Background: an optimization exercise with open tools, aiming at a short achievable clock period and few clock cycles. Do not read the settings as production practice. The RTL was checked by simulation tests, not by an equivalence proof against the original design. No activity file was given, so power comes from the tool's default toggle rates.

run A:
## OTTER_MCU
module OTTER_MCU(
    input RST,
    input CLK,
    output [13:0] MEM_ADDR1,
    output MEM_RDEN1,
    input [31:0] MEM_DOUT1,
    output [13:0] MEM_ADDR2,
    output MEM_RDEN2,
    output MEM_WE2,
    output [3:0] MEM_BE2,
    output [31:0] MEM_DIN2,
    input [31:0] MEM_DOUT2
    );
    localparam NB = 4;           
    localparam SPRED_BNE = 1'b1;
    logic [31:0] fpc;            
    logic        iv, i_pred;     
    logic [31:0] ipc;
    logic [NB-1:0] i_hit;
    logic        dv, d_pred, d_bp;  
    logic [31:0] ir, dpc;
    logic [NB-1:0] d_hit;
    logic [NB-1:0] bt_v;
    logic [29:0]   bt_tag [0:NB-1];
    logic [31:0]   bt_tgt [0:NB-1];
    logic [1:0]    bt_ptr;       
    logic          bi_v;         
    logic [29:0]   bi_tag;
    logic [31:0]   bi_tgt;
    logic        ev, e_pred, e_bp;  
    logic [NB-1:0] e_hit;
    logic [31:0] epc, e_seq, e_btgt, e_a, e_b, e_bn, e_sd, e_imm;  
    logic [1:0]  e_acnt, e_bcnt;  
    logic        e_sub, e_f_add, e_f_sll, e_f_slt, e_f_sltu, e_f_xor, e_f_sr, e_sra,
                 e_f_or, e_f_and, e_f_link;
    logic        e_br, e_jal, e_jalr, e_load, e_store, e_wen;
    logic [2:0]  e_f3;
    logic [4:0]  e_rd;
    logic        mv, m_wen, m_load, m_we, m_re;
    logic [4:0]  m_rd;
    logic [31:0] m_res, m_din;
    logic [13:0] m_addr;
    logic [3:0]  m_be;
    logic [2:0]  m_f3;
    logic [1:0]  m_alo;
    logic        wv, w_wen, w_load;
    logic [4:0]  w_rd;
    logic [31:0] w_res;
    logic [2:0]  w_f3;
    logic [1:0]  w_alo;
    logic stall;                 
    assign MEM_ADDR1 = fpc[15:2];
    assign MEM_RDEN1 = ~stall;
    logic [NB-1:0] f_hit;
    logic [31:0]   f_ptgt;
    always_comb begin
        f_ptgt = 32'd0;
        for (int i = 0; i < NB; i++) begin
            f_hit[i] = bt_v[i] & (bt_tag[i] == fpc[31:2]);
            f_ptgt = f_ptgt | ({32{f_hit[i]}} & bt_tgt[i]);
        end
    end
    wire f_pred = |f_hit;
    wire [31:0] inst = MEM_DOUT1;
    wire [6:0] opc = ir[6:0];
    wire [2:0] f3  = ir[14:12];
    wire [4:0] rd  = ir[11:7];
    wire [4:0] rs1 = ir[19:15];
    wire [4:0] rs2 = ir[24:20];
    wire d_lui   = (opc == 7'b0110111);
    wire d_auipc = (opc == 7'b0010111);
    wire d_jal   = (opc == 7'b1101111);
    wire d_jalr  = (opc == 7'b1100111);
  ...
clock: 11.0 ns
lec_check: 0
abc_clock_period_in_ps: 3000
cap_margin: 20
core_margin: 2
core_utilization: 40
gpl_timing_driven: 1
setup_slack_margin: 5
slew_margin: 20
tns_end_percent: 100
standard.sh (not shown) runs the stock make flow with config.mk's settings and CLKGATE_MAP_FILE= SYNTH_SCRIPT=/design/flow/synth_recipe.tcl, a recipe that flattens the netlist after the stock synthesis.
==> flow/flow/run.sh <==
#!/bin/bash
set -euo pipefail
bash standard.sh SETUP_SLACK_MARGIN=8.5 finish > standard.log 2>&1
Testbench counts of run A, summed over its fixed seeds: cycles 67,399.
Relative to run A, the following input files were edited for run B:
- ABC_CLOCK_PERIOD_IN_PS changed from 3000 to 2000
- CORE_UTILIZATION changed from 40 to 50
## What came out
Both conditions hold for run A: the flow ran to the end and the final layout passed the timing, design-rule and antenna checks.
Run B ran to completion and came out clean on the timing, design-rule and antenna checks.
Changes observed in run B relative to run A: placed cell area shrank by about 0.65%; netlist area before placement held steady; required time reported for the critical path endpoint shrank by 0.05 ns; final worst hold slack shrank by 0.0034 ns; portion of total power attributed to sequential cells grew by 1.2 points.
Setup changes, run B to run C
- ABC_CLOCK_PERIOD_IN_PS now 1500, was 2000
- CORE_UTILIZATION now 60, was 50
==> flow/flow/run.sh <==
#!/bin/bash
set -euo pipefail
bash standard.sh SETUP_SLACK_MARGIN=9 finish > standard.log 2>&1
## What came out
- Relative to run B, routability congestion estimate has increased by 0.033 in run C.
- Clock network fraction of design power, run B and run C, higher one = run C.
- Run C: full flow OK, the timing, design-rule and antenna checks passed
- Summary: with run B as the reference, standard cell core area in run C moved down by more than 10%.
- [run C vs run B] count of clock-buffer cells in the layout: lower in run C
Edits applied to the flow inputs when going from run C to run D:
- swapping 60 for 50 in CORE_UTILIZATION
- putting PLACE_DENSITY_LB_ADDON at 0.1 where nothing was set
- swapping 1500 for 2000 in ABC_CLOCK_PERIOD_IN_PS
==> flow/flow/run.sh <==
#!/bin/bash
set -euo pipefail
bash standard.sh SETUP_SLACK_MARGIN=7.5 finish > standard.log 2>&1
Notes after the runs:
What run D reported for layout buffer count excluding clock buffers has to be multiplied by 1.2 to get the figure for run C. Relative to run C, the global-route wire length before repair measured on run D has decreased by a few percent. | core utilization | run D vs run C | 16 points lower |. Run C reports its capture point of the critical path as e_sd[26] while run D reports e_sd[27]. Of run C and run D, the run reporting the higher final routed wire length divided by cell count was run C. Routed wire length (run C / run D): 1.05. Changes observed in run D relative to run C: largest voltage drop on the vdd net decreased by 27% relative to the old numbers, share of final-layout standard cells stronger than drive strength 1 decreased by 5.0 points relative to the old numbers.

[re-timing with driven ports]
The results above use ideal ports. As a check the final layouts listed here were re-extracted and re-timed, cells and wires unchanged.
Step 1: set_driving_cell puts a clkbuf_16 on CLK and a buf_2 on each other input, an assumption about the parent block.
Step 2 adds t to the input delays and takes it off the output delays; t is the mean of the earliest and latest rising clock arrival at the registers after step 1. Input paths then give back, and output paths get back, about the clock's delay inside the block.
Three values: ideal, step 1, step 2; two values: the first two.
run	t, ns	setup slack, ns	worst register clock-pin slew, ns	worst data-port slew with drivers (ns)	pins driven straight from the clock port
run A	0.963	6.757 / 6.798 / 5.835	0.07 / 0.07	0.10	1
run B	0.958	6.964 / 6.966 / 6.061	0.07 / 0.07	0.10	1
run C	0.933	6.777 / 6.826 / 5.892	0.07 / 0.07	0.07	1
run D	0.960	6.817 / 6.867 / 5.907	0.07 / 0.07	0.07	1
After both steps setup and hold are still met in every run listed. The setup slack of run A, which loses most, moves by +0.041 ns with the drivers and by -0.922 ns with both steps.
